This is an optimization exercise on Yosys and OpenROAD, whose aim is small area and a short achievable clock period, not a production implementation. Only simulation tests tie the RTL to the original design; equivalence was not proved. Power and IR drop assume default switching activity.

<file path="config.mk">
export PLATFORM = sky130hd
export DESIGN_NAME = encoder_3c1s_18x18
export DESIGN_NICKNAME = encoder_3c1s_18x18
export VERILOG_FILES = /design/flow/design.v
export SDC_FILE = /design/flow/constraint.sdc
export NUM_CORES = 4
export LEC_CHECK = 0
export CAP_MARGIN = 20
export CORE_MARGIN = 2
export CORE_UTILIZATION = 40
export SLEW_MARGIN = 20
</file>
<file path="constraint.sdc">
create_clock -name core_clock -period 12.0 [get_ports {clock}]
set_input_delay 2.4000 -clock core_clock [delete_from_list [all_inputs] [get_ports {clock}]]
set_output_delay 2.4000 -clock core_clock [all_outputs]
set_load 0.01 [all_outputs]
</file>
<file path="design.v">
module TNS_encoder_12(
    input wire [10:0] datain,
    input wire clock,
    output reg [11:0] codeout
    );
    wire [11:0] code_wire;
    TNS_core core(.datain(datain), .r_bit({codeout[11], codeout[8], codeout[5], codeout[2]}), .code_wire(code_wire));
    always @(posedge clock) codeout <= code_wire;
endmodule
module TNS_core(datain, r_bit, code_wire);
  input [10:0] datain;
  input [3:0] r_bit;
  output [11:0] code_wire;
  wire n_new_n100;
  wire n_new_n101;
  wire n_new_n102;
  wire n_new_n103;
  wire n_new_n104;
  wire n_new_n105;
  wire n_new_n106;
  wire n_new_n107;
  wire n_new_n108;
  wire n_new_n109;
  wire n_new_n110;
  wire n_new_n111;
  wire n_new_n112;
  wire n_new_n113;
  wire n_new_n114;
  wire n_new_n115;
  wire n_new_n116;
  wire n_new_n117;
  wire n_new_n118;
  wire n_new_n119;
  wire n_new_n120;
  wire n_new_n121;
  wire n_new_n122;
  wire n_new_n123;
  wire n_new_n124;
  wire n_new_n125;
  wire n_new_n126;
  wire n_new_n127;
  wire n_new_n128;
  wire n_new_n129;
  wire n_new_n130;
  wire n_new_n131;
  wire n_new_n132;
  wire n_new_n133;
  wire n_new_n134;
  wire n_new_n135;
  wire n_new_n136;
  wire n_new_n137;
  wire n_new_n138;
  wire n_new_n139;
  wire n_new_n140;
  wire n_new_n141;
  wire n_new_n142;
  wire n_new_n143;
  wire n_new_n144;
  wire n_new_n145;
  wire n_new_n146;
  wire n_new_n147;
  wire n_new_n148;
  wire n_new_n149;
  wire n_new_n150;
  wire n_new_n151;
  wire n_new_n152;
  wire n_new_n153;
  wire n_new_n154;
  wire n_new_n155;
  wire n_new_n156;
  wire n_new_n157;
  wire n_new_n158;
  wire n_new_n159;
  wire n_new_n160;
  wire n_new_n161;
  wire n_new_n162;
  wire n_new_n163;
  wire n_new_n164;
  wire n_new_n165;
  wire n_new_n166;
  wire n_new_n167;
  wire n_new_n168;
  wire n_new_n169;
  wire n_new_n170;
  wire n_new_n171;
  wire n_new_n172;
  wire n_new_n173;
  wire n_new_n174;
  wire n_new_n175;
  wire n_new_n176;
  wire n_new_n177;
  wire n_new_n178;
  wire n_new_n179;
  wire n_new_n180;
  wire n_new_n181;
  wire n_new_n182;
  wire n_new_n183;
  wire n_new_n184;
  wire n_new_n185;
  wire n_new_n186;
  wire n_new_n187;
  wire n_new_n188;
  wire n_new_n189;
  wire n_new_n190;
  wire n_new_n191;
  wire n_new_n192;
  wire n_new_n193;
  wire n_new_n194;
  wire n_new_n195;
  wire n_new_n196;
  wire n_new_n197;
  wire n_new_n198;
  wire n_new_n199;
  wire n_new_n201;
  wire n_new_n202;
  wire n_new_n203;
  wire n_new_n204;
  wire n_new_n205;
  wire n_new_n206;
  wire n_new_n207;
  wire n_new_n208;
  wire n_new_n209;
  wire n_new_n210;
  wire n_new_n211;
  wire n_new_n212;
  wire n_new_n213;
  wire n_new_n214;
  wire n_new_n216;
  wire n_new_n217;
  wire n_new_n218;
  wire n_new_n219;
  wire n_new_n220;
  wire n_new_n221;
  wire n_new_n222;
  wire n_new_n223;
  wire n_new_n224;
  wire n_new_n225;
  wire n_new_n226;
  wire n_new_n227;
  wire n_new_n228;
  wire n_new_n229;
  wire n_new_n230;
  wire n_new_n231;
  wire n_new_n233;
  wire n_new_n234;
  wire n_new_n235;
  wire n_new_n236;
  wire n_new_n237;
  wire n_new_n238;
  wire n_new_n239;
  wire n_new_n240;
  wire n_new_n241;
  wire n_new_n242;
  wire n_new_n243;
  wire n_new_n244;
  wire n_new_n245;
  wire n_new_n246;
  wire n_new_n247;
  wire n_new_n248;
  wire n_new_n249;
  wire n_new_n250;
  wire n_new_n251;
  wire n_new_n252;
  wire n_new_n253;
  wire n_new_n254;
  wire n_new_n255;
  wire n_new_n256;
  wire n_new_n257;
  wire n_new_n258;
  wire n_new_n259;
  wire n_new_n260;
  wire n_new_n261;
  wire n_new_n262;
  wire n_new_n263;
  wire n_new_n264;
  wire n_new_n265;
  wire n_new_n266;
  wire n_new_n267;
  wire n_new_n268;
  wire n_new_n269;
  wire n_new_n270;
  wire n_new_n271;
  wire n_new_n272;
  wire n_new_n273;
  wire n_new_n274;
  wire n_new_n275;
  wire n_new_n276;
  wire n_new_n277;
  wire n_new_n278;
  wire n_new_n279;
  wire n_new_n28;
  wire n_new_n280;
  wire n_new_n281;
  wire n_new_n282;
  wire n_new_n283;
  wire n_new_n284;
  wire n_new_n285;
  wire n_new_n286;
  wire n_new_n287;
  wire n_new_n288;
  wire n_new_n289;
  wire n_new_n29;
  wire n_new_n290;
  wire n_new_n291;
  wire n_new_n292;
  wire n_new_n293;
  wire n_new_n294;
  wire n_new_n295;
  wire n_new_n296;
  wire n_new_n297;
  wire n_new_n298;
  wire n_new_n299;
  wire n_new_n30;
  wire n_new_n300;
  wire n_new_n301;
  wire n_new_n302;
  wire n_new_n303;
  wire n_new_n304;
  wire n_new_n305;
  wire n_new_n306;
  wire n_new_n307;
  wire n_new_n308;
  wire n_new_n309;
  wire n_new_n31;
  wire n_new_n310;
  wire n_new_n311;
  wire n_new_n312;
  wire n_new_n313;
  wire n_new_n314;
  wire n_new_n315;
  wire n_new_n316;
  wire n_new_n317;
  wire n_new_n318;
  wire n_new_n319;
  wire n_new_n32;
  wire n_new_n320;
  wire n_new_n321;
  wire n_new_n322;
  wire n_new_n323;
  wire n_new_n324;
  wire n_new_n325;
  wire n_new_n326;
  wire n_new_n327;
  wire n_new_n328;
  wire n_new_n329;
  wire n_new_n33;
  wire n_new_n330;
  wire n_new_n331;
  wire n_new_n332;
  wire n_new_n333;
  wire n_new_n334;
  wire n_new_n335;
  wire n_new_n336;
  wire n_new_n337;
  wire n_new_n338;
  wire n_new_n339;
  wire n_new_n34;
  wire n_new_n340;
  wire n_new_n341;
  wire n_new_n342;
  wire n_new_n343;
  wire n_new_n344;
  wire n_new_n345;
  wire n_new_n346;
  wire n_new_n347;
  wire n_new_n348;
  wire n_new_n349;
  wire n_new_n35;
  wire n_new_n350;
  wire n_new_n351;
  wire n_new_n352;
  wire n_new_n353;
  wire n_new_n354;
  wire n_new_n355;
  wire n_new_n356;
  wire n_new_n357;
  wire n_new_n358;
  wire n_new_n359;
  wire n_new_n36;
  wire n_new_n360;
  wire n_new_n361;
  wire n_new_n362;
  wire n_new_n363;
  wire n_new_n364;
  wire n_new_n365;
  wire n_new_n366;
  wire n_new_n367;
  wire n_new_n368;
  wire n_new_n369;
  wire n_new_n37;
  wire n_new_n370;
  wire n_new_n371;
  wire n_new_n372;
  wire n_new_n373;
  wire n_new_n374;
  wire n_new_n375;
  wire n_new_n377;
  wire n_new_n378;
  wire n_new_n379;
  wire n_new_n38;
  wire n_new_n380;
  wire n_new_n381;
  wire n_new_n382;
  wire n_new_n383;
  wire n_new_n384;
  wire n_new_n385;
  wire n_new_n386;
  wire n_new_n387;
  wire n_new_n388;
  wire n_new_n389;
  wire n_new_n39;
  wire n_new_n390;
  wire n_new_n391;
  wire n_new_n392;
  wire n_new_n393;
  wire n_new_n394;
  wire n_new_n395;
  wire n_new_n396;
  wire n_new_n397;
  wire n_new_n398;
  wire n_new_n399;
  wire n_new_n40;
  wire n_new_n401;
  wire n_new_n402;
  wire n_new_n403;
  wire n_new_n404;
  wire n_new_n405;
  wire n_new_n406;
  wire n_new_n407;
  wire n_new_n408;
  wire n_new_n409;
  wire n_new_n41;
  wire n_new_n410;
  wire n_new_n411;
  wire n_new_n412;
  wire n_new_n414;
  wire n_new_n415;
  wire n_new_n416;
  wire n_new_n417;
  wire n_new_n418;
  wire n_new_n419;
  wire n_new_n42;
  wire n_new_n420;
  wire n_new_n421;
  wire n_new_n422;
  wire n_new_n423;
  wire n_new_n424;
  wire n_new_n425;
  wire n_new_n426;
  wire n_new_n427;
  wire n_new_n428;
  wire n_new_n429;
  wire n_new_n43;
  wire n_new_n430;
  wire n_new_n431;
  wire n_new_n432;
  wire n_new_n433;
  wire n_new_n434;
  wire n_new_n435;
  wire n_new_n436;
  wire n_new_n437;
  wire n_new_n438;
  wire n_new_n439;
  wire n_new_n44;
  wire n_new_n440;
  wire n_new_n441;
  wire n_new_n442;
  wire n_new_n443;
  wire n_new_n444;
  wire n_new_n445;
  wire n_new_n446;
  wire n_new_n447;
  wire n_new_n448;
  wire n_new_n449;
  wire n_new_n45;
  wire n_new_n450;
  wire n_new_n451;
  wire n_new_n452;
  wire n_new_n453;
  wire n_new_n454;
  wire n_new_n455;
  wire n_new_n456;
  wire n_new_n457;
  wire n_new_n458;
  wire n_new_n459;
  wire n_new_n46;
  wire n_new_n460;
  wire n_new_n461;
  wire n_new_n462;
  wire n_new_n463;
  wire n_new_n464;
  wire n_new_n465;
  wire n_new_n466;
  wire n_new_n467;
  wire n_new_n468;
  wire n_new_n469;
  wire n_new_n47;
  wire n_new_n470;
  wire n_new_n471;
  wire n_new_n472;
  wire n_new_n473;
  wire n_new_n474;
  wire n_new_n475;
  wire n_new_n476;
  wire n_new_n477;
  wire n_new_n478;
  wire n_new_n48;
  wire n_new_n480;
  wire n_new_n481;
  wire n_new_n482;
  wire n_new_n483;
  wire n_new_n484;
  wire n_new_n485;
  wire n_new_n486;
  wire n_new_n488;
  wire n_new_n489;
  wire n_new_n49;
  wire n_new_n490;
  wire n_new_n491;
  wire n_new_n492;
  wire n_new_n493;
  wire n_new_n495;
  wire n_new_n496;
  wire n_new_n497;
  wire n_new_n498;
  wire n_new_n499;
  wire n_new_n50;
  wire n_new_n500;
  wire n_new_n501;
  wire n_new_n502;
  wire n_new_n503;
  wire n_new_n504;
  wire n_new_n505;
  wire n_new_n506;
  wire n_new_n507;
  wire n_new_n508;
  wire n_new_n509;
  wire n_new_n51;
  wire n_new_n510;
  wire n_new_n511;
  wire n_new_n512;
  wire n_new_n513;
  wire n_new_n514;
  wire n_new_n515;
  wire n_new_n516;
  wire n_new_n517;
  wire n_new_n518;
  wire n_new_n519;
  wire n_new_n52;
  wire n_new_n520;
  wire n_new_n521;
  wire n_new_n522;
  wire n_new_n523;
  wire n_new_n524;
  wire n_new_n525;
  wire n_new_n526;
  wire n_new_n527;
  wire n_new_n528;
  wire n_new_n529;
  wire n_new_n53;
  wire n_new_n530;
  wire n_new_n531;
  wire n_new_n532;
  wire n_new_n533;
  wire n_new_n534;
  wire n_new_n535;
  wire n_new_n536;
  wire n_new_n538;
  wire n_new_n539;
  wire n_new_n54;
  wire n_new_n540;
  wire n_new_n541;
  wire n_new_n542;
  wire n_new_n543;
  wire n_new_n544;
  wire n_new_n545;
  wire n_new_n546;
  wire n_new_n547;
  wire n_new_n549;
  wire n_new_n55;
  wire n_new_n550;
  wire n_new_n551;
  wire n_new_n552;
  wire n_new_n553;
  wire n_new_n56;
  wire n_new_n57;
  wire n_new_n58;
  wire n_new_n59;
  wire n_new_n60;
  wire n_new_n61;
  wire n_new_n62;
  wire n_new_n63;
  wire n_new_n64;
  wire n_new_n65;
  wire n_new_n66;
  wire n_new_n67;
  wire n_new_n68;
  wire n_new_n69;
  wire n_new_n70;
  wire n_new_n71;
  wire n_new_n72;
  wire n_new_n73;
  wire n_new_n74;
  wire n_new_n75;
  wire n_new_n76;
  wire n_new_n77;
  wire n_new_n78;
  wire n_new_n79;
  wire n_new_n80;
  wire n_new_n81;
  wire n_new_n82;
  wire n_new_n83;
  wire n_new_n84;
  wire n_new_n85;
  wire n_new_n86;
  wire n_new_n87;
  wire n_new_n88;
  wire n_new_n89;
  wire n_new_n90;
  wire n_new_n91;
  wire n_new_n92;
  wire n_new_n93;
  wire n_new_n94;
  wire n_new_n95;
  wire n_new_n96;
  wire n_new_n97;
  wire n_new_n98;
  wire n_new_n99;
  assign n_new_n28 = (~datain[9] & datain[10]);
  assign n_new_n29 = (~datain[6] & n_new_n28);
  assign n_new_n30 = (datain[7] & n_new_n29);
  assign n_new_n31 = (~datain[5] & datain[6]);
  assign n_new_n32 = (~datain[7] & ~datain[10]);
  assign n_new_n33 = (datain[9] & ~n_new_n32);
  assign n_new_n34 = (n_new_n31 & n_new_n33);
  assign n_new_n35 = (~n_new_n30 & ~n_new_n34);
  assign n_new_n36 = (datain[8] & ~n_new_n35);
  assign n_new_n37 = (~datain[6] & datain[9]);
  assign n_new_n38 = (datain[6] & ~datain[9]);
  assign n_new_n39 = (~n_new_n37 & ~n_new_n38);
  assign n_new_n40 = (~datain[8] & ~datain[10]);
  assign n_new_n41 = (~datain[7] & n_new_n40);
  assign n_new_n42 = (datain[8] & ~n_new_n32);
  assign n_new_n43 = (~datain[5] & ~n_new_n42);
  assign n_new_n44 = (~n_new_n41 & ~n_new_n43);
  assign n_new_n45 = (~n_new_n39 & ~n_new_n44);
  assign n_new_n46 = (~n_new_n36 & ~n_new_n45);
  assign n_new_n47 = (datain[6] & datain[9]);
  assign n_new_n48 = (datain[8] & datain[10]);
  assign n_new_n49 = (datain[7] & n_new_n48);
  assign n_new_n50 = (~n_new_n41 & ~n_new_n49);
  assign n_new_n51 = (n_new_n47 & n_new_n50);
  assign n_new_n52 = (~datain[6] & ~datain[9]);
  assign n_new_n53 = (datain[7] & datain[10]);
  assign n_new_n54 = (~datain[8] & ~n_new_n53);
  assign n_new_n55 = (n_new_n52 & ~n_new_n54);
  assign n_new_n56 = (~n_new_n51 & ~n_new_n55);
  assign n_new_n57 = (datain[5] & ~n_new_n56);
  assign n_new_n58 = (n_new_n46 & ~n_new_n57);
  assign n_new_n59 = (datain[2] & datain[3]);
  assign n_new_n60 = (~datain[2] & ~datain[3]);
  assign n_new_n61 = (datain[0] & ~n_new_n60);
  assign n_new_n62 = (~n_new_n59 & ~n_new_n61);
  assign n_new_n63 = (datain[4] & n_new_n62);
  assign n_new_n64 = (~datain[4] & ~n_new_n62);
  assign n_new_n65 = (~n_new_n63 & ~n_new_n64);
  assign n_new_n66 = (datain[1] & n_new_n65);
  assign n_new_n67 = (datain[0] & datain[3]);
  assign n_new_n68 = (~datain[4] & n_new_n67);
  assign n_new_n69 = (~n_new_n63 & ~n_new_n68);
  assign n_new_n70 = (~datain[1] & ~n_new_n69);
  assign n_new_n71 = (~n_new_n66 & ~n_new_n70);
  assign n_new_n72 = (~datain[5] & ~datain[8]);
  assign n_new_n73 = (~n_new_n47 & n_new_n72);
  assign n_new_n74 = (~n_new_n52 & ~n_new_n73);
  assign n_new_n75 = (datain[7] & ~datain[10]);
  assign n_new_n76 = (~n_new_n74 & n_new_n75);
  assign n_new_n77 = (~datain[7] & datain[10]);
  assign n_new_n78 = (~n_new_n74 & n_new_n77);
  assign n_new_n79 = (~n_new_n76 & ~n_new_n78);
  assign n_new_n80 = (datain[9] & ~datain[10]);
  assign n_new_n81 = (datain[6] & n_new_n80);
  assign n_new_n82 = (~datain[7] & n_new_n81);
  assign n_new_n83 = (datain[5] & ~datain[6]);
  assign n_new_n84 = (~n_new_n31 & ~n_new_n83);
  assign n_new_n85 = (datain[9] & ~n_new_n84);
  assign n_new_n86 = (datain[5] & datain[6]);
  assign n_new_n87 = (datain[8] & datain[9]);
  assign n_new_n88 = (n_new_n86 & ~n_new_n87);
  assign n_new_n89 = (~n_new_n85 & ~n_new_n88);
  assign n_new_n90 = (n_new_n53 & ~n_new_n89);
  assign n_new_n91 = (~n_new_n82 & ~n_new_n90);
  assign n_new_n92 = (n_new_n79 & n_new_n91);
  assign n_new_n93 = (datain[5] & n_new_n32);
  assign n_new_n94 = (~datain[5] & n_new_n53);
  assign n_new_n95 = (~n_new_n93 & ~n_new_n94);
  assign n_new_n96 = (datain[8] & ~n_new_n52);
  assign n_new_n97 = (~n_new_n95 & n_new_n96);
  assign n_new_n98 = (n_new_n92 & ~n_new_n97);
  assign n_new_n99 = (n_new_n71 & n_new_n98);
  assign n_new_n100 = (~n_new_n71 & ~n_new_n98);
  assign n_new_n101 = (~datain[1] & ~datain[4]);
  assign n_new_n102 = (n_new_n67 & ~n_new_n101);
  assign n_new_n103 = (datain[1] & datain[4]);
  assign n_new_n104 = (~datain[0] & ~datain[3]);
  assign n_new_n105 = (n_new_n103 & n_new_n104);
  assign n_new_n106 = (~n_new_n102 & ~n_new_n105);
  assign n_new_n107 = (datain[2] & ~n_new_n106);
  assign n_new_n108 = (datain[2] & ~n_new_n101);
  assign n_new_n109 = (datain[0] & ~datain[3]);
  assign n_new_n110 = (~datain[0] & datain[3]);
  assign n_new_n111 = (~n_new_n109 & ~n_new_n110);
  assign n_new_n112 = (~n_new_n108 & ~n_new_n111);
  assign n_new_n113 = (~n_new_n107 & ~n_new_n112);
  assign n_new_n114 = (~n_new_n58 & ~n_new_n113);
  assign n_new_n115 = (~n_new_n100 & ~n_new_n114);
  assign n_new_n116 = (~n_new_n99 & ~n_new_n115);
  assign n_new_n117 = (n_new_n52 & ~n_new_n53);
  assign n_new_n118 = (~n_new_n32 & ~n_new_n117);
  assign n_new_n119 = (datain[8] & ~n_new_n118);
  assign n_new_n120 = (~datain[8] & datain[10]);
  assign n_new_n121 = (datain[7] & n_new_n120);
  assign n_new_n122 = (~n_new_n119 & ~n_new_n121);
  assign n_new_n123 = (~datain[5] & n_new_n122);
  assign n_new_n124 = (~datain[6] & datain[7]);
  assign n_new_n125 = (datain[6] & ~datain[7]);
  assign n_new_n126 = (~n_new_n124 & ~n_new_n125);
  assign n_new_n127 = (datain[10] & ~n_new_n126);
  assign n_new_n128 = (datain[9] & datain[10]);
  assign n_new_n129 = (datain[6] & datain[7]);
  assign n_new_n130 = (~n_new_n128 & n_new_n129);
  assign n_new_n131 = (~n_new_n127 & ~n_new_n130);
  assign n_new_n132 = (datain[8] & n_new_n131);
  assign n_new_n133 = (~datain[8] & n_new_n118);
  assign n_new_n134 = (~n_new_n132 & ~n_new_n133);
  assign n_new_n135 = (datain[5] & ~n_new_n134);
  assign n_new_n136 = (~n_new_n123 & ~n_new_n135);
  assign n_new_n137 = (~datain[6] & datain[8]);
  assign n_new_n138 = (datain[5] & n_new_n137);
  assign n_new_n139 = (datain[6] & ~datain[8]);
  assign n_new_n140 = (~datain[5] & n_new_n139);
  assign n_new_n141 = (~n_new_n138 & ~n_new_n140);
  assign n_new_n142 = (n_new_n33 & ~n_new_n141);
  assign n_new_n143 = (~n_new_n136 & ~n_new_n142);
  assign n_new_n144 = (~n_new_n103 & n_new_n104);
  assign n_new_n145 = (~n_new_n101 & ~n_new_n144);
  assign n_new_n146 = (datain[2] & ~n_new_n145);
  assign n_new_n147 = (~n_new_n102 & ~n_new_n103);
  assign n_new_n148 = (~datain[2] & ~n_new_n147);
  assign n_new_n149 = (~n_new_n146 & ~n_new_n148);
  assign n_new_n150 = (~n_new_n143 & ~n_new_n149);
  assign n_new_n151 = (n_new_n143 & n_new_n149);
  assign n_new_n152 = (~n_new_n150 & ~n_new_n151);
  assign n_new_n153 = (~n_new_n116 & ~n_new_n152);
  assign n_new_n154 = (n_new_n116 & n_new_n152);
  assign n_new_n155 = (~n_new_n153 & ~n_new_n154);
  assign n_new_n156 = (n_new_n58 & n_new_n113);
  assign n_new_n157 = (~n_new_n99 & ~n_new_n156);
  assign n_new_n158 = (~n_new_n100 & ~n_new_n157);
  assign n_new_n159 = (~n_new_n151 & ~n_new_n158);
  assign n_new_n160 = (~n_new_n150 & ~n_new_n159);
  assign n_new_n161 = (~n_new_n155 & ~n_new_n160);
  assign n_new_n162 = (n_new_n155 & n_new_n160);
  assign n_new_n163 = (~n_new_n161 & ~n_new_n162);
  assign n_new_n164 = (~n_new_n99 & ~n_new_n100);
  assign n_new_n165 = (~n_new_n113 & ~n_new_n164);
  assign n_new_n166 = (~n_new_n163 & n_new_n165);
  assign n_new_n167 = (n_new_n155 & ~n_new_n160);
  assign n_new_n168 = (n_new_n113 & ~n_new_n164);
  assign n_new_n169 = (n_new_n167 & n_new_n168);
  assign n_new_n170 = (~n_new_n166 & ~n_new_n169);
  assign n_new_n171 = (~n_new_n155 & n_new_n160);
  assign n_new_n172 = (n_new_n113 & n_new_n171);
  assign n_new_n173 = (n_new_n170 & ~n_new_n172);
  assign n_new_n174 = (n_new_n160 & ~n_new_n164);
  assign n_new_n175 = (n_new_n113 & n_new_n155);
  assign n_new_n176 = (n_new_n160 & n_new_n175);
  assign n_new_n177 = (~n_new_n174 & ~n_new_n176);
  assign n_new_n178 = (~n_new_n155 & ~n_new_n164);
  assign n_new_n179 = (~n_new_n113 & ~n_new_n160);
  assign n_new_n180 = (~n_new_n178 & ~n_new_n179);
  assign n_new_n181 = (n_new_n177 & n_new_n180);
  assign n_new_n182 = (r_bit[0] & n_new_n181);
  assign n_new_n183 = (n_new_n173 & ~n_new_n182);
  assign n_new_n184 = (n_new_n58 & ~n_new_n183);
  assign n_new_n185 = (~n_new_n113 & n_new_n164);
  assign n_new_n186 = (n_new_n167 & n_new_n185);
  assign n_new_n187 = (~n_new_n184 & ~n_new_n186);
  assign n_new_n188 = (~n_new_n167 & ~n_new_n178);
  assign n_new_n189 = (r_bit[0] & ~n_new_n188);
  assign n_new_n190 = (~n_new_n171 & ~n_new_n189);
  assign n_new_n191 = (~n_new_n113 & ~n_new_n190);
  assign n_new_n192 = (n_new_n113 & n_new_n160);
  assign n_new_n193 = (r_bit[0] & n_new_n192);
  assign n_new_n194 = (~n_new_n167 & ~n_new_n193);
  assign n_new_n195 = (n_new_n164 & ~n_new_n194);
  assign n_new_n196 = (~n_new_n163 & n_new_n168);
  assign n_new_n197 = (~n_new_n195 & ~n_new_n196);
  assign n_new_n198 = (~n_new_n191 & n_new_n197);
  assign n_new_n199 = (~n_new_n58 & ~n_new_n198);
  assign code_wire[0] = (n_new_n187 & ~n_new_n199);
  assign n_new_n201 = (~n_new_n164 & ~n_new_n179);
  assign n_new_n202 = (~n_new_n58 & ~n_new_n201);
  assign n_new_n203 = (n_new_n164 & ~n_new_n192);
  assign n_new_n204 = (~n_new_n202 & ~n_new_n203);
  assign n_new_n205 = (r_bit[0] & ~n_new_n204);
  assign n_new_n206 = (n_new_n113 & ~n_new_n167);
  assign n_new_n207 = (~n_new_n171 & ~n_new_n206);
  assign n_new_n208 = (n_new_n58 & ~n_new_n207);
  assign n_new_n209 = (~n_new_n172 & ~n_new_n208);
  assign n_new_n210 = (~n_new_n164 & n_new_n209);
  assign n_new_n211 = (~n_new_n58 & ~n_new_n192);
  assign n_new_n212 = (~n_new_n179 & ~n_new_n211);
  assign n_new_n213 = (n_new_n164 & n_new_n212);
  assign n_new_n214 = (~n_new_n210 & ~n_new_n213);
  assign code_wire[1] = (~n_new_n205 & ~n_new_n214);
  assign n_new_n216 = (n_new_n113 & n_new_n167);
  assign n_new_n217 = (~n_new_n113 & ~n_new_n155);
  assign n_new_n218 = (~n_new_n216 & ~n_new_n217);
  assign n_new_n219 = (~n_new_n58 & ~n_new_n218);
  assign n_new_n220 = (~n_new_n186 & ~n_new_n219);
  assign n_new_n221 = (n_new_n164 & ~n_new_n220);
  assign n_new_n222 = (n_new_n58 & ~n_new_n113);
  assign n_new_n223 = (~n_new_n58 & n_new_n113);
  assign n_new_n224 = (~n_new_n222 & ~n_new_n223);
  assign n_new_n225 = (r_bit[0] & ~n_new_n160);
  assign n_new_n226 = (n_new_n224 & ~n_new_n225);
  assign n_new_n227 = (~n_new_n114 & ~n_new_n164);
  assign n_new_n228 = (~r_bit[0] & n_new_n160);
  assign n_new_n229 = (~n_new_n227 & ~n_new_n228);
  assign n_new_n230 = (~n_new_n226 & n_new_n229);
  assign n_new_n231 = (~n_new_n155 & ~n_new_n230);
  assign code_wire[2] = (~n_new_n221 & ~n_new_n231);
  assign n_new_n233 = (~datain[7] & datain[9]);
  assign n_new_n234 = (~datain[10] & ~n_new_n233);
  assign n_new_n235 = (n_new_n72 & ~n_new_n234);
  assign n_new_n236 = (datain[7] & n_new_n80);
  assign n_new_n237 = (datain[7] & ~datain[9]);
  assign n_new_n238 = (datain[10] & ~n_new_n237);
  assign n_new_n239 = (datain[5] & ~n_new_n238);
  assign n_new_n240 = (~n_new_n236 & ~n_new_n239);
  assign n_new_n241 = (datain[8] & ~n_new_n240);
  assign n_new_n242 = (~n_new_n235 & ~n_new_n241);
  assign n_new_n243 = (~datain[6] & ~n_new_n242);
  assign n_new_n244 = (datain[8] & ~n_new_n128);
  assign n_new_n245 = (~datain[7] & ~n_new_n244);
  assign n_new_n246 = (~n_new_n120 & ~n_new_n245);
  assign n_new_n247 = (n_new_n86 & ~n_new_n246);
  assign n_new_n248 = (datain[7] & n_new_n40);
  assign n_new_n249 = (datain[8] & n_new_n128);
  assign n_new_n250 = (~n_new_n248 & ~n_new_n249);
  assign n_new_n251 = (~datain[9] & ~datain[10]);
  assign n_new_n252 = (~datain[8] & ~n_new_n251);
  assign n_new_n253 = (~datain[7] & ~n_new_n252);
  assign n_new_n254 = (n_new_n250 & ~n_new_n253);
  assign n_new_n255 = (n_new_n31 & ~n_new_n254);
  assign n_new_n256 = (~n_new_n247 & ~n_new_n255);
  assign n_new_n257 = (~datain[8] & n_new_n28);
  assign n_new_n258 = (~datain[7] & n_new_n257);
  assign n_new_n259 = (datain[5] & n_new_n258);
  assign n_new_n260 = (n_new_n256 & ~n_new_n259);
  assign n_new_n261 = (~n_new_n243 & n_new_n260);
  assign n_new_n262 = (datain[4] & ~n_new_n59);
  assign n_new_n263 = (datain[1] & n_new_n59);
  assign n_new_n264 = (~datain[4] & n_new_n263);
  assign n_new_n265 = (~n_new_n262 & ~n_new_n264);
  assign n_new_n266 = (~n_new_n261 & ~n_new_n265);
  assign n_new_n267 = (n_new_n261 & n_new_n265);
  assign n_new_n268 = (~n_new_n266 & ~n_new_n267);
  assign n_new_n269 = (datain[5] & ~datain[7]);
  assign n_new_n270 = (n_new_n29 & n_new_n269);
  assign n_new_n271 = (datain[7] & datain[8]);
  assign n_new_n272 = (~datain[6] & n_new_n271);
  assign n_new_n273 = (datain[7] & datain[9]);
  assign n_new_n274 = (~datain[7] & ~datain[9]);
  assign n_new_n275 = (~n_new_n273 & ~n_new_n274);
  assign n_new_n276 = (datain[6] & ~n_new_n275);
  assign n_new_n277 = (~n_new_n272 & ~n_new_n276);
  assign n_new_n278 = (datain[10] & ~n_new_n277);
  assign n_new_n279 = (datain[8] & ~datain[9]);
  assign n_new_n280 = (~datain[8] & n_new_n233);
  assign n_new_n281 = (~n_new_n279 & ~n_new_n280);
  assign n_new_n282 = (~datain[10] & ~n_new_n281);
  assign n_new_n283 = (~n_new_n278 & ~n_new_n282);
  assign n_new_n284 = (~datain[5] & ~n_new_n283);
  assign n_new_n285 = (datain[6] & n_new_n251);
  assign n_new_n286 = (datain[5] & datain[9]);
  assign n_new_n287 = (~datain[10] & ~n_new_n129);
  assign n_new_n288 = (n_new_n286 & ~n_new_n287);
  assign n_new_n289 = (~n_new_n285 & ~n_new_n288);
  assign n_new_n290 = (datain[8] & ~n_new_n289);
  assign n_new_n291 = (~datain[6] & ~datain[10]);
  assign n_new_n292 = (~n_new_n87 & n_new_n291);
  assign n_new_n293 = (datain[5] & n_new_n292);
  assign n_new_n294 = (~n_new_n257 & ~n_new_n293);
  assign n_new_n295 = (datain[7] & ~n_new_n294);
  assign n_new_n296 = (~n_new_n290 & ~n_new_n295);
  assign n_new_n297 = (~n_new_n284 & n_new_n296);
  assign n_new_n298 = (~n_new_n270 & n_new_n297);
  assign n_new_n299 = (datain[3] & ~n_new_n108);
  assign n_new_n300 = (datain[0] & ~n_new_n101);
  assign n_new_n301 = (~n_new_n103 & ~n_new_n300);
  assign n_new_n302 = (datain[2] & ~n_new_n301);
  assign n_new_n303 = (~datain[3] & n_new_n302);
  assign n_new_n304 = (~n_new_n299 & ~n_new_n303);
  assign n_new_n305 = (~n_new_n298 & ~n_new_n304);
  assign n_new_n306 = (n_new_n298 & n_new_n304);
  assign n_new_n307 = (~n_new_n160 & ~n_new_n306);
  assign n_new_n308 = (~n_new_n305 & ~n_new_n307);
  assign n_new_n309 = (~n_new_n268 & n_new_n308);
  assign n_new_n310 = (n_new_n268 & ~n_new_n308);
  assign n_new_n311 = (~r_bit[1] & ~n_new_n310);
  assign n_new_n312 = (~n_new_n309 & ~n_new_n311);
  assign n_new_n313 = (~n_new_n298 & n_new_n304);
  assign n_new_n314 = (n_new_n298 & ~n_new_n304);
  assign n_new_n315 = (~n_new_n313 & ~n_new_n314);
  assign n_new_n316 = (~n_new_n160 & ~n_new_n315);
  assign n_new_n317 = (n_new_n160 & n_new_n315);
  assign n_new_n318 = (~n_new_n316 & ~n_new_n317);
  assign n_new_n319 = (~n_new_n59 & n_new_n261);
  assign n_new_n320 = (datain[4] & ~n_new_n319);
  assign n_new_n321 = (~datain[5] & n_new_n87);
  assign n_new_n322 = (~datain[7] & n_new_n321);
  assign n_new_n323 = (~datain[9] & n_new_n125);
  assign n_new_n324 = (datain[7] & n_new_n128);
  assign n_new_n325 = (~n_new_n323 & ~n_new_n324);
  assign n_new_n326 = (~datain[8] & ~n_new_n325);
  assign n_new_n327 = (~datain[9] & n_new_n129);
  assign n_new_n328 = (~n_new_n120 & n_new_n327);
  assign n_new_n329 = (~n_new_n326 & ~n_new_n328);
  assign n_new_n330 = (datain[5] & ~n_new_n329);
  assign n_new_n331 = (~n_new_n322 & ~n_new_n330);
  assign n_new_n332 = (~datain[5] & datain[7]);
  assign n_new_n333 = (~datain[8] & ~datain[9]);
  assign n_new_n334 = (n_new_n332 & n_new_n333);
  assign n_new_n335 = (datain[8] & ~datain[10]);
  assign n_new_n336 = (datain[7] & ~n_new_n335);
  assign n_new_n337 = (~datain[5] & ~n_new_n336);
  assign n_new_n338 = (~datain[7] & n_new_n335);
  assign n_new_n339 = (~n_new_n337 & ~n_new_n338);
  assign n_new_n340 = (datain[9] & ~n_new_n339);
  assign n_new_n341 = (~n_new_n334 & ~n_new_n340);
  assign n_new_n342 = (datain[6] & n_new_n341);
  assign n_new_n343 = (~datain[5] & ~datain[7]);
  assign n_new_n344 = (n_new_n120 & n_new_n343);
  assign n_new_n345 = (~n_new_n269 & ~n_new_n332);
  assign n_new_n346 = (~n_new_n120 & ~n_new_n345);
  assign n_new_n347 = (~n_new_n344 & ~n_new_n346);
  assign n_new_n348 = (~datain[9] & ~n_new_n347);
  assign n_new_n349 = (~datain[5] & ~n_new_n120);
  assign n_new_n350 = (n_new_n273 & ~n_new_n349);
  assign n_new_n351 = (~n_new_n348 & ~n_new_n350);
  assign n_new_n352 = (~datain[6] & n_new_n351);
  assign n_new_n353 = (~n_new_n342 & ~n_new_n352);
  assign n_new_n354 = (n_new_n331 & ~n_new_n353);
  assign n_new_n355 = (~n_new_n261 & n_new_n263);
  assign n_new_n356 = (n_new_n354 & ~n_new_n355);
  assign n_new_n357 = (~n_new_n320 & n_new_n356);
  assign n_new_n358 = (n_new_n318 & n_new_n357);
  assign n_new_n359 = (~n_new_n318 & ~n_new_n354);
  assign n_new_n360 = (~n_new_n358 & ~n_new_n359);
  assign n_new_n361 = (~n_new_n312 & ~n_new_n360);
  assign n_new_n362 = (n_new_n268 & n_new_n354);
  assign n_new_n363 = (~n_new_n318 & n_new_n362);
  assign n_new_n364 = (~n_new_n308 & n_new_n363);
  assign n_new_n365 = (~n_new_n320 & ~n_new_n355);
  assign n_new_n366 = (n_new_n268 & ~n_new_n354);
  assign n_new_n367 = (~n_new_n365 & n_new_n366);
  assign n_new_n368 = (n_new_n318 & n_new_n367);
  assign n_new_n369 = (~n_new_n354 & n_new_n365);
  assign n_new_n370 = (~n_new_n318 & n_new_n369);
  assign n_new_n371 = (n_new_n354 & ~n_new_n365);
  assign n_new_n372 = (~n_new_n318 & n_new_n371);
  assign n_new_n373 = (~n_new_n370 & ~n_new_n372);
  assign n_new_n374 = (~n_new_n368 & n_new_n373);
  assign n_new_n375 = (~n_new_n364 & n_new_n374);
  assign code_wire[3] = ~((~n_new_n361 & n_new_n375));
  assign n_new_n377 = (n_new_n309 & n_new_n365);
  assign n_new_n378 = (n_new_n354 & n_new_n377);
  assign n_new_n379 = (~n_new_n354 & ~n_new_n365);
  assign n_new_n380 = (~n_new_n318 & n_new_n379);
  assign n_new_n381 = (~n_new_n358 & ~n_new_n380);
  assign n_new_n382 = (r_bit[1] & ~n_new_n381);
  assign n_new_n383 = (~n_new_n310 & n_new_n382);
  assign n_new_n384 = (~n_new_n364 & ~n_new_n383);
  assign n_new_n385 = (~n_new_n378 & n_new_n384);
  assign n_new_n386 = (n_new_n268 & ~n_new_n357);
  assign n_new_n387 = (n_new_n318 & n_new_n386);
  assign n_new_n388 = (n_new_n308 & n_new_n387);
  assign n_new_n389 = (~n_new_n268 & ~n_new_n357);
  assign n_new_n390 = (n_new_n318 & n_new_n389);
  assign n_new_n391 = (~n_new_n308 & n_new_n390);
  assign n_new_n392 = (~n_new_n388 & ~n_new_n391);
  assign n_new_n393 = (n_new_n268 & n_new_n365);
  assign n_new_n394 = (~n_new_n318 & n_new_n393);
  assign n_new_n395 = (~n_new_n308 & n_new_n394);
  assign n_new_n396 = (~n_new_n268 & ~n_new_n318);
  assign n_new_n397 = (n_new_n308 & n_new_n396);
  assign n_new_n398 = (~n_new_n395 & ~n_new_n397);
  assign n_new_n399 = (n_new_n392 & n_new_n398);
  assign code_wire[4] = (n_new_n385 & n_new_n399);
  assign n_new_n401 = (~n_new_n369 & ~n_new_n371);
  assign n_new_n402 = (n_new_n310 & ~n_new_n401);
  assign n_new_n403 = (~n_new_n357 & ~n_new_n380);
  assign n_new_n404 = (~r_bit[1] & ~n_new_n403);
  assign n_new_n405 = (~n_new_n318 & n_new_n357);
  assign n_new_n406 = (~n_new_n404 & ~n_new_n405);
  assign n_new_n407 = (~n_new_n310 & ~n_new_n406);
  assign n_new_n408 = (n_new_n309 & n_new_n401);
  assign n_new_n409 = (n_new_n318 & ~n_new_n401);
  assign n_new_n410 = (~n_new_n309 & n_new_n409);
  assign n_new_n411 = (~n_new_n408 & ~n_new_n410);
  assign n_new_n412 = (~n_new_n407 & n_new_n411);
  assign code_wire[5] = (~n_new_n402 & n_new_n412);
  assign n_new_n414 = (~n_new_n139 & n_new_n273);
  assign n_new_n415 = (~datain[6] & datain[10]);
  assign n_new_n416 = (~datain[8] & ~n_new_n415);
  assign n_new_n417 = (~datain[5] & ~n_new_n416);
  assign n_new_n418 = (~n_new_n137 & ~n_new_n417);
  assign n_new_n419 = (n_new_n274 & ~n_new_n418);
  assign n_new_n420 = (~n_new_n414 & ~n_new_n419);
  assign n_new_n421 = (datain[9] & n_new_n125);
  assign n_new_n422 = (~n_new_n37 & ~n_new_n327);
  assign n_new_n423 = (datain[5] & ~n_new_n422);
  assign n_new_n424 = (~n_new_n421 & ~n_new_n423);
  assign n_new_n425 = (~datain[8] & ~n_new_n424);
  assign n_new_n426 = (n_new_n420 & ~n_new_n425);
  assign n_new_n427 = (~datain[9] & n_new_n83);
  assign n_new_n428 = (datain[6] & n_new_n321);
  assign n_new_n429 = (~n_new_n427 & ~n_new_n428);
  assign n_new_n430 = (datain[7] & ~n_new_n429);
  assign n_new_n431 = (~datain[5] & n_new_n333);
  assign n_new_n432 = (~datain[8] & n_new_n80);
  assign n_new_n433 = (~datain[7] & ~n_new_n279);
  assign n_new_n434 = (~n_new_n432 & ~n_new_n433);
  assign n_new_n435 = (datain[5] & ~n_new_n434);
  assign n_new_n436 = (~n_new_n431 & ~n_new_n435);
  assign n_new_n437 = (datain[6] & n_new_n436);
  assign n_new_n438 = (datain[5] & ~n_new_n279);
  assign n_new_n439 = (~datain[8] & n_new_n128);
  assign n_new_n440 = (~datain[7] & ~n_new_n333);
  assign n_new_n441 = (~n_new_n439 & ~n_new_n440);
  assign n_new_n442 = (~datain[5] & n_new_n441);
  assign n_new_n443 = (~n_new_n438 & ~n_new_n442);
  assign n_new_n444 = (~datain[6] & ~n_new_n443);
  assign n_new_n445 = (~n_new_n437 & ~n_new_n444);
  assign n_new_n446 = (~n_new_n430 & ~n_new_n445);
  assign n_new_n447 = (n_new_n268 & ~n_new_n306);
  assign n_new_n448 = (~n_new_n150 & ~n_new_n447);
  assign n_new_n449 = (~n_new_n159 & n_new_n448);
  assign n_new_n450 = (~n_new_n268 & ~n_new_n305);
  assign n_new_n451 = (~n_new_n357 & ~n_new_n450);
  assign n_new_n452 = (~n_new_n449 & n_new_n451);
  assign n_new_n453 = (~n_new_n379 & ~n_new_n452);
  assign n_new_n454 = (n_new_n446 & n_new_n453);
  assign n_new_n455 = (~datain[9] & n_new_n269);
  assign n_new_n456 = (n_new_n273 & ~n_new_n291);
  assign n_new_n457 = (~datain[5] & n_new_n456);
  assign n_new_n458 = (~n_new_n455 & ~n_new_n457);
  assign n_new_n459 = (datain[5] & ~n_new_n124);
  assign n_new_n460 = (~n_new_n125 & ~n_new_n459);
  assign n_new_n461 = (~datain[8] & ~n_new_n460);
  assign n_new_n462 = (n_new_n458 & ~n_new_n461);
  assign n_new_n463 = (~datain[7] & n_new_n251);
  assign n_new_n464 = (datain[8] & ~n_new_n269);
  assign n_new_n465 = (~n_new_n463 & ~n_new_n464);
  assign n_new_n466 = (~datain[6] & ~n_new_n465);
  assign n_new_n467 = (n_new_n462 & ~n_new_n466);
  assign n_new_n468 = (r_bit[2] & n_new_n467);
  assign n_new_n469 = (~n_new_n446 & ~n_new_n453);
  assign n_new_n470 = (n_new_n468 & ~n_new_n469);
  assign n_new_n471 = (~n_new_n467 & n_new_n469);
  assign n_new_n472 = (~n_new_n470 & ~n_new_n471);
  assign n_new_n473 = (~n_new_n454 & n_new_n472);
  assign n_new_n474 = (n_new_n426 & ~n_new_n473);
  assign n_new_n475 = (n_new_n446 & ~n_new_n453);
  assign n_new_n476 = (~n_new_n446 & n_new_n453);
  assign n_new_n477 = (~n_new_n475 & ~n_new_n476);
  assign n_new_n478 = (~n_new_n426 & ~n_new_n477);
  assign code_wire[6] = (~n_new_n474 & ~n_new_n478);
  assign n_new_n480 = (~r_bit[2] & n_new_n426);
  assign n_new_n481 = (~n_new_n469 & n_new_n480);
  assign n_new_n482 = (~n_new_n454 & ~n_new_n481);
  assign n_new_n483 = (n_new_n467 & n_new_n482);
  assign n_new_n484 = (~n_new_n426 & ~n_new_n454);
  assign n_new_n485 = (~n_new_n469 & ~n_new_n484);
  assign n_new_n486 = (~n_new_n467 & n_new_n485);
  assign code_wire[7] = (~n_new_n483 & ~n_new_n486);
  assign n_new_n488 = (r_bit[2] & n_new_n426);
  assign n_new_n489 = (~n_new_n454 & n_new_n488);
  assign n_new_n490 = (~n_new_n469 & ~n_new_n489);
  assign n_new_n491 = (n_new_n467 & ~n_new_n490);
  assign n_new_n492 = (~n_new_n454 & n_new_n467);
  assign n_new_n493 = (~n_new_n426 & ~n_new_n492);
  assign code_wire[8] = ~((~n_new_n491 & ~n_new_n493));
  assign n_new_n495 = (~datain[8] & ~n_new_n129);
  assign n_new_n496 = (datain[9] & ~n_new_n495);
  assign n_new_n497 = (~datain[10] & ~n_new_n496);
  assign n_new_n498 = (r_bit[3] & ~n_new_n497);
  assign n_new_n499 = (~datain[6] & n_new_n128);
  assign n_new_n500 = (~n_new_n251 & ~n_new_n499);
  assign n_new_n501 = (~datain[8] & n_new_n500);
  assign n_new_n502 = (datain[7] & n_new_n28);
  assign n_new_n503 = (~n_new_n80 & ~n_new_n502);
  assign n_new_n504 = (datain[8] & n_new_n503);
  assign n_new_n505 = (~n_new_n501 & ~n_new_n504);
  assign n_new_n506 = (datain[5] & datain[8]);
  assign n_new_n507 = (n_new_n28 & n_new_n506);
  assign n_new_n508 = (~n_new_n248 & ~n_new_n507);
  assign n_new_n509 = (datain[6] & ~n_new_n508);
  assign n_new_n510 = (~n_new_n505 & ~n_new_n509);
  assign n_new_n511 = (~datain[6] & n_new_n333);
  assign n_new_n512 = (~n_new_n335 & ~n_new_n511);
  assign n_new_n513 = (~datain[5] & ~n_new_n512);
  assign n_new_n514 = (~datain[6] & n_new_n335);
  assign n_new_n515 = (~n_new_n439 & ~n_new_n514);
  assign n_new_n516 = (~n_new_n513 & n_new_n515);
  assign n_new_n517 = (~datain[7] & ~n_new_n516);
  assign n_new_n518 = (n_new_n510 & ~n_new_n517);
  assign n_new_n519 = (~n_new_n426 & n_new_n467);
  assign n_new_n520 = (~n_new_n453 & n_new_n519);
  assign n_new_n521 = (~n_new_n518 & n_new_n520);
  assign n_new_n522 = (~datain[7] & ~n_new_n86);
  assign n_new_n523 = (datain[8] & ~n_new_n522);
  assign n_new_n524 = (~datain[9] & ~n_new_n523);
  assign n_new_n525 = (datain[10] & ~n_new_n524);
  assign n_new_n526 = (~n_new_n520 & ~n_new_n525);
  assign n_new_n527 = (~n_new_n521 & ~n_new_n526);
  assign n_new_n528 = (n_new_n498 & ~n_new_n527);
  assign n_new_n529 = (n_new_n518 & n_new_n525);
  assign n_new_n530 = (n_new_n497 & n_new_n518);
  assign n_new_n531 = (~n_new_n525 & ~n_new_n530);
  assign n_new_n532 = (n_new_n520 & ~n_new_n531);
  assign n_new_n533 = (~n_new_n518 & ~n_new_n525);
  assign n_new_n534 = (~n_new_n520 & n_new_n533);
  assign n_new_n535 = (~n_new_n532 & ~n_new_n534);
  assign n_new_n536 = (~n_new_n529 & n_new_n535);
  assign code_wire[9] = (~n_new_n528 & n_new_n536);
  assign n_new_n538 = (~r_bit[3] & ~n_new_n527);
  assign n_new_n539 = (~n_new_n497 & n_new_n538);
  assign n_new_n540 = (~n_new_n497 & ~n_new_n525);
  assign n_new_n541 = (~n_new_n518 & n_new_n540);
  assign n_new_n542 = (~n_new_n520 & n_new_n541);
  assign n_new_n543 = (n_new_n520 & n_new_n525);
  assign n_new_n544 = (~n_new_n542 & ~n_new_n543);
  assign n_new_n545 = (n_new_n520 & n_new_n530);
  assign n_new_n546 = (~n_new_n529 & ~n_new_n545);
  assign n_new_n547 = (n_new_n544 & n_new_n546);
  assign code_wire[10] = ~((~n_new_n539 & n_new_n547));
  assign n_new_n549 = (~n_new_n518 & ~n_new_n520);
  assign n_new_n550 = (n_new_n518 & n_new_n520);
  assign n_new_n551 = (~r_bit[3] & ~n_new_n550);
  assign n_new_n552 = (~n_new_n549 & ~n_new_n551);
  assign n_new_n553 = (~n_new_n497 & n_new_n552);
  assign code_wire[11] = ~((~n_new_n525 & ~n_new_n553));
endmodule
module encoder_3c1s_18x18(datain, clock, codeout);
    input wire [219:0] datain;
    input wire clock;
    output wire [239:0] codeout;
    TNS_encoder_12 ecoder01( .datain(datain[10:0]), .clock(clock), .codeout(codeout[11:0]) );
    TNS_encoder_12 ecoder02( .datain(datain[21:11]), .clock(clock), .codeout(codeout[23:12]) );
    TNS_encoder_12 ecoder03( .datain(datain[32:22]), .clock(clock), .codeout(codeout[35:24]) );
    TNS_encoder_12 ecoder04( .datain(datain[43:33]), .clock(clock), .codeout(codeout[47:36]) );
    TNS_encoder_12 ecoder05( .datain(datain[54:44]), .clock(clock), .codeout(codeout[59:48]) );
    TNS_encoder_12 ecoder06( .datain(datain[65:55]), .clock(clock), .codeout(codeout[71:60]) );
    TNS_encoder_12 ecoder07( .datain(datain[76:66]), .clock(clock), .codeout(codeout[83:72]) );
    TNS_encoder_12 ecoder08( .datain(datain[87:77]), .clock(clock), .codeout(codeout[95:84]) );
    TNS_encoder_12 ecoder09( .datain(datain[98:88]), .clock(clock), .codeout(codeout[107:96]) );
    TNS_encoder_12 ecoder10( .datain(datain[109:99]), .clock(clock), .codeout(codeout[119:108]) );
    TNS_encoder_12 ecoder11( .datain(datain[120:110]), .clock(clock), .codeout(codeout[131:120]) );
    TNS_encoder_12 ecoder12( .datain(datain[131:121]), .clock(clock), .codeout(codeout[143:132]) );
    TNS_encoder_12 ecoder13( .datain(datain[142:132]), .clock(clock), .codeout(codeout[155:144]) );
    TNS_encoder_12 ecoder14( .datain(datain[153:143]), .clock(clock), .codeout(codeout[167:156]) );
    TNS_encoder_12 ecoder15( .datain(datain[164:154]), .clock(clock), .codeout(codeout[179:168]) );
    TNS_encoder_12 ecoder16( .datain(datain[175:165]), .clock(clock), .codeout(codeout[191:180]) );
    TNS_encoder_12 ecoder17( .datain(datain[186:176]), .clock(clock), .codeout(codeout[203:192]) );
    TNS_encoder_12 ecoder18( .datain(datain[197:187]), .clock(clock), .codeout(codeout[215:204]) );
    TNS_encoder_12 ecoder19( .datain(datain[208:198]), .clock(clock), .codeout(codeout[227:216]) );
    TNS_encoder_12 ecoder20( .datain(datain[219:209]), .clock(clock), .codeout(codeout[239:228]) );
endmodule
</file>
<file path="flow/run.sh">
#!/bin/bash
# Own layout flow: the standard synthesis, then the combinational logic between the
# registers is re-mapped with a stronger ABC script (registers, their names and cell types are
# kept as the standard synthesis made them), then the standard layout from floorplan on.
set -euo pipefail
W=$(pwd)
R=$W/orfs/results/$FLOW_PLATFORM/encoder_3c1s_18x18/base
YOSYS=yosys
[ -x "$FLOW_HOME/../tools/install/yosys/bin/yosys" ] && YOSYS=$FLOW_HOME/../tools/install/yosys/bin/yosys
LIB=$FLOW_HOME/platforms/$FLOW_PLATFORM/lib/sky130_fd_sc_hd__tt_025C_1v80.lib

bash standard.sh synth > std_synth.log 2>&1
cp $R/1_2_yosys.v $W/std_1_2_yosys.v

DU=""
for c in $(sed -n '/^export DONT_USE_CELLS/,/^$/p' $FLOW_HOME/platforms/$FLOW_PLATFORM/config.mk | grep -o 'sky130_fd_sc_hd__[a-z0-9_]*'); do
  DU="$DU -dont_use $c"
done
cat > $W/resyn.ys <<EOT
read_liberty -ignore_miss_func $LIB
blackbox sky130_fd_sc_hd__dfxtp_1
read_verilog $W/std_1_2_yosys.v
hierarchy -top $FLOW_TOP
flatten
opt -purge
abc -script $W/flow/resyn.abc -liberty $LIB $DU -D 12000
opt_clean -purge
hilomap -singleton -hicell sky130_fd_sc_hd__conb_1 HI -locell sky130_fd_sc_hd__conb_1 LO
splitnets
opt_clean -purge
rename -hide w:* x:* %d
stat -liberty $LIB
write_verilog -noattr -nohex -nodec $W/resyn_1_2_yosys.v
EOT
$YOSYS -s $W/resyn.ys > resyn.log 2>&1

# use the re-mapped netlist only if it keeps every register (name and cell type)
regs() { grep -E '^\s*sky130_fd_sc_hd__df' "$1" | awk '{print $1, $2}' | sort; }
if [ -s $W/resyn_1_2_yosys.v ] && [ "$(regs $W/std_1_2_yosys.v)" == "$(regs $W/resyn_1_2_yosys.v)" ]; then
  echo "using re-mapped netlist" > resyn_choice.log
  cp $W/resyn_1_2_yosys.v $R/1_2_yosys.v
  touch $R/1_2_yosys.v
else
  echo "registers differ; keeping the standard netlist" > resyn_choice.log
fi
bash standard.sh > layout.log 2>&1
</file>
<file path="flow/resyn.abc">
strash; dc2; dch -f; if -K 6 -a; mfs2; strash; dc2; dch -f; if -K 6 -a; mfs2; strash; dc2; dch -f; map; topo; stime -c; buffer -c; upsize -c; dnsize -c
</file>
<file path="standard.sh">
#!/bin/bash
# synth_recipe.tcl (not shown) runs the flow's synth.tcl, then flattens the netlist and writes it again
# the make line also repeats each setting of config.mk as NAME=value (left out here)
make -C /OpenROAD-flow-scripts/flow DESIGN_CONFIG=/design/flow/config.mk WORK_HOME=/design/flow/orfs CLKGATE_MAP_FILE= SYNTH_SCRIPT=/design/flow/synth_recipe.tcl "${@:-finish}"
</file>
==> impl_metrics.toml, run 1 <==
[clock_tree]
cts_tree = "yes"
cts_buffer_depth = 3
path_clk_slew_ns = 0.06
cts_buffers = 37
cts_resized = 0
numClockSinks = 240
clock_insertion_delay_worst_skew_ns = 0.61
postCtsSetupBuffers = 0
cts-root-buf = "clkbuf_16"
cts_htree_levels = 2
holdBufCountCts = 0

[setup_path]
worstPathCellList = "clkdlybuf4s50_1 -> inv_1 -> nand2_1 -> nand3_1 -> a21oi_1 -> nor2_1 -> nand2_1 -> nand3_1 -> nand3_1 -> nand3_1 -> nand3_2 -> nand3_2 -> nand2_2 -> a41oi_2 -> o211a_1"
cp_common_cell = "nand3_1"
end_kind = "flop"
cpMaxStageDelayCell = "clkdlybuf4s50_1"
cp.required_ns = 12.51
critical-path-max-stage-delay_ns = 1.01
critPathLaunchType = "input pin"
cp_max_fo = 20
cp.arrival_ns = 5.81
crit_type = "input pin to flop"
r2r_setup_slack_ns = 10.76

[routing]
routedWlPerCell_um = 15.7
drt_pass1_iterations = 8
vias = 46900
wl_um = 126000
ant_nets = 0
drc = 0
drtIter0Drc = 4426
viasPerCell = 5.86

[logic_synthesis]
synth_area_mm2 = 0.0358
synth_nets = 6568
syn_area_per_cell_um2 = 5.64
yosys_warnings = 1
synthCells = 6347

[global_route]
antenna_found_initial = 17
overflow = 0
grt_pass1_wl_um = 201000
grt_pass1_vias = 41100
grt_usage_pct = 25.6
grt_max_degree = 27

[timing]
rsz0062_at_grt = "false"
period_needed_ns = 5.31
timing.final.hold_violations = 0
fin_setup_tns_ns = 0
relSlewSlack_pct = 36.4
worst-slew-pin-transition_ns = 0.951
clock_skew_ns = 0.00780
period_share_pct = 44.2
finalSetupViolCount = 0
max_freq_ghz = 0.188
drv_slew = 0
setup_slack_ns = 6.69

[floorplan]
row_count = 109
coreArea_mm2 = 0.0885
ios = 461
dieHeight_um = 303
fp.dieW_um = 303
initial_core_util_pct = 40.4
die-area_mm2 = 0.0919

[place]
gp_congestion = 0.984
postPlaceCellArea_mm2 = 0.0415
io_buffers = 460
pre_cts_slack_ns = 6.10
place_inst = 7917
hpwl_um = 97100

[final_layout]
mostFrequentLayoutCell = "nand2_1"
fin_nets = 7012
instances_no_fill = 7999
drive_above_1_share_pct = 6.77
mostFrequentLayoutCells = "nand2_1, nor2_1, inv_1"
area_growth_pct = 19.6
final_cell_area_mm2 = 0.0428

[pwr]
p_per_area_mw_per_mm2 = 135
p_total_uw = 5770
p_leak_uw = 0.0194
vdd_ir_drop_max_uv = 137

[run_status]
run_status = "finished clean"

[hold_path]
hold_path_class = "flop to flop"

[flow_run]
max_cap_violations = 0
-- metal layers --
metal | part of all wire, % | wire, um | global-route usage, %
met1 | 42 | 53300 | 33.1
met2 | 45 | 56000 | 41.1
met3 | 9.0 | 11300 | 5.58
met4 | 4.0 | 4980 | 10.8
met5 | 0.061 | 76 | 0
-- where the power goes --
part | internal (uW) | leakage [uW] | total (uW) | switching [uW]
clock network | 719 | 0.000632 | 1190 | 475
logic | 1340 | 0.0168 | 3270 | 1930
registers | 1110 | 0.00202 | 1300 | 191
-- worst paths after layout --
kind | cells past startpoint | to | from
worst max-delay path | 15 | ecoder12.codeout[9] | datain[127]
worst max register to register | 6 | ecoder12.codeout[3] | ecoder12.codeout[5]
worst min register to register | 2 | ecoder12.codeout[8] | ecoder12.codeout[8]
worst min-delay path | 2 | ecoder12.codeout[8] | ecoder12.codeout[8]
-- critical path, delay by kind of cell --
family / cells / cell delay (ns)
buffers and inverters: 2 / 1.42
AND/OR/NAND/NOR: 10 / 1.34
AO/OA/AOI/OAI: 3 / 0.63
-- metrics by stage --
step                      hold slack [ns]  util, %
after floorplan                     0.507        -
after detailed placement            0.511     46.8
final                               0.527     48.4
after global placement              0.504     46.8
after global routing                0.551     48.4
after CTS                           0.527     48.3
-- area by class of cell --
class / instances / area [um2]
Clock buffer: 46 / 1060
Antenna cell: 14 / 35.0
Fill cell: 9228 / 45700
Inverter: 777 / 2980
Clock inverter: 22 / 251
Multi-Input combinational cell: 5274 / 27600
Sequential cell: 240 / 4800
Timing Repair Buffer: 461 / 4610
Tap cell: 1165 / 1460
==> run 2: changes to the inputs <==
--- a/flow/run.sh
+++ b/flow/run.sh
@@ -44,3 +44,4 @@
   echo "registers differ; keeping the standard netlist" > resyn_choice.log
 fi
+export BUFFER_PORTS_ARGS="-buffer_cell sky130_fd_sc_hd__buf_2"
 bash standard.sh > layout.log 2>&1
==> run 2 against run 1 <==
Net effect:
- final area decreased by 5.7%
- clock-buffer cell count decreased by 4
- cell count about the same
- clock power decreased by about 10%
- first-iteration DRC count increased by 15%
- routed wire length decreased by 2.7%
- via count about the same
- critical path depth decreased by 3
- clock skew increased by 0.011 ns
- register-to-register slack about the same
- area after synthesis unchanged
- non-clock buffer count unchanged
- largest power group unchanged
==> impl_metrics.toml, run 2 <==
[run_status]
run_status = "finished clean"

[timing]
period_needed_ns = 4.61
relSlewSlack_pct = 47.7
max_freq_ghz = 0.217
finalSetupViolCount = 0
period_share_pct = 38.4
rsz0062_at_grt = "false"
clock_skew_ns = 0.0190
worst-slew-pin-transition_ns = 0.783
fin_setup_tns_ns = 0
timing.final.hold_violations = 0
drv_slew = 0

[pwr]
vdd_ir_drop_max_uv = 116
p_per_area_mw_per_mm2 = 131
p_leak_uw = 0.0194

[final_layout]
mostFrequentLayoutCells = "nand2_1, nor2_1, inv_1"
drive_above_1_share_pct = 13.4
area_growth_pct = 12.8
fin_nets = 7010
final_cell_area_mm2 = 0.0404
mostFrequentLayoutCell = "nand2_1"

[clock_tree]
postCtsSetupBuffers = 0
clock_insertion_delay_worst_skew_ns = 0.60
holdBufCountCts = 0
cts_buffers = 35
cts_buffer_depth = 3
path_clk_slew_ns = 0.06
cts_tree = "yes"
cts_resized = 0
cts-root-buf = "clkbuf_16"
numClockSinks = 240
cts_htree_levels = 2

[global_route]
antenna_found_initial = 27
overflow = 0
grt_pass1_vias = 40800
grt_use_met2_pct = 40.3
busiest_layer = "met2"
use_met3_pct = 4.82
grt_max_degree = 27
grt_usage_pct = 24.8
grt_pass1_wl_um = 196000
grt_util_met1_pct = 31.9

[flow_run]
max_cap_violations = 0

[floorplan]
dieHeight_um = 303
ios = 461
die-area_mm2 = 0.0919
row_count = 109
initial_core_util_pct = 40.4
fp.dieW_um = 303
coreArea_mm2 = 0.0885

[setup_path]
critPathLaunchType = "input pin"
cp.arrival_ns = 5.08
end_kind = "flop"
cp_max_fo = 26
cp.required_ns = 12.47
crit_type = "input pin to flop"

[logic_synthesis]
yosys_warnings = 1
synthCells = 6347
syn_area_per_cell_um2 = 5.64
synth_nets = 6568
synth_area_mm2 = 0.0358

[routing]
ant_nets = 0
routedWlPerCell_um = 15.3
drtIter0Drc = 5098
drc = 0
wl_um = 122000
viasPerCell = 5.86
drt_pass1_iterations = 7
vias = 46800

[place]
io_buffers = 460
postPlaceCellArea_mm2 = 0.0392
hpwl_um = 95000
gp_congestion = 0.994

[hold_path]
hold_path_class = "flop to flop"
## run 2: changes by cell type in the layout (fill, tap and decap cells not counted), sizes merged
cell           change
bufinv             -1
clkinv             -3
clkdlybuf4s50    -460
diode              +5
buf              +460
inv                +1
clkbuf             -4
## run 2: power by group
part	switching (uW)	internal (uW)	leakage, uW
sequential	185	1110	0.00202
clock	440	627	0.000549
combinational	1910	1020	0.0168
## run 2: cell type report
type	instances	area, um2
Fill cell	9438	48200
Multi-Input combinational cell	5274	27600
Sequential cell	240	4800
Inverter	777	2980
Timing Repair Buffer	461	2310
Tap cell	1165	1460
Clock buffer	42	942
Clock inverter	19	204
Antenna cell	19	47.5
## run 2: final timing paths
| path | cells past startpoint | to | start | slack, ns |
|---|---|---|---|---|
| max reg2reg | 6 | ecoder12.codeout[3] | ecoder12.codeout[5] | 10.75 |
| min reg2reg | 2 | ecoder12.codeout[8] | ecoder12.codeout[8] | 0.51 |
| min | 2 | ecoder12.codeout[8] | ecoder12.codeout[8] | 0.51 |
| max | 12 | ecoder14.codeout[9] | datain[152] | 7.39 |
## run 2: per-layer routing
metal,share of wire [%],vias to the layer above
met2,45,2044
li1,-,23500
met4,3.9,20
met1,43,21000
met3,8.5,342
met5,0.098,-
## run 2: critical path, stage by stage
cell,delay (ns)
buf_2,0.36
inv_1,0.21
a21oi_1,0.19
o21ai_0,0.15
nand3_1,0.20
nand2_1,0.11
a31oi_2,0.45
o22ai_1,0.24
o21ai_2,0.31
a41oi_1,0.20
a21oi_1,0.20
a21oi_1,0.05
## run 2: stage by stage
stage	worst slack (ns)	hold WS, ns	instances	total power, uW	utilization [%]
6_report	7.39	0.508	7997	5290	45.6
3_5_place_dp	6.91	0.499	7917	4200	44.2
5_1_grt	7.17	0.561	7994	5750	45.6
4_1_cts	7.54	0.507	7978	5320	45.5
3_3_place_gp	6.92	0.496	7917	4200	44.2
2_1_floorplan	7.78	0.507	6347	3250	-

## separate check: timing with driven ports
No port has a modelled driver above. Below, the same layouts with a new extraction and two added sets of constraints.
Step 1 assumes that a clkbuf_16 drives the clock port and a buf_2 every other input.
Step 2 times the ports against the registers' clock, not the clock port: input delays grow and output delays shrink by t, the midpoint of the rising clock arrivals with the driver on.
Three values: ideal, step 1, step 2; two values: the first two.
run	t (ns)	setup WS [ns]	worst slew at a driven data input, ns
run 1	0.677	6.695 / 6.727 / 6.050	0.13
run 2	0.654	7.389 / 7.426 / 6.772	0.13
After both steps setup and hold are still met in every run listed. For run 1, which loses most, drivers alone change the setup slack by +0.032 ns; drivers and shift together by -0.645 ns.
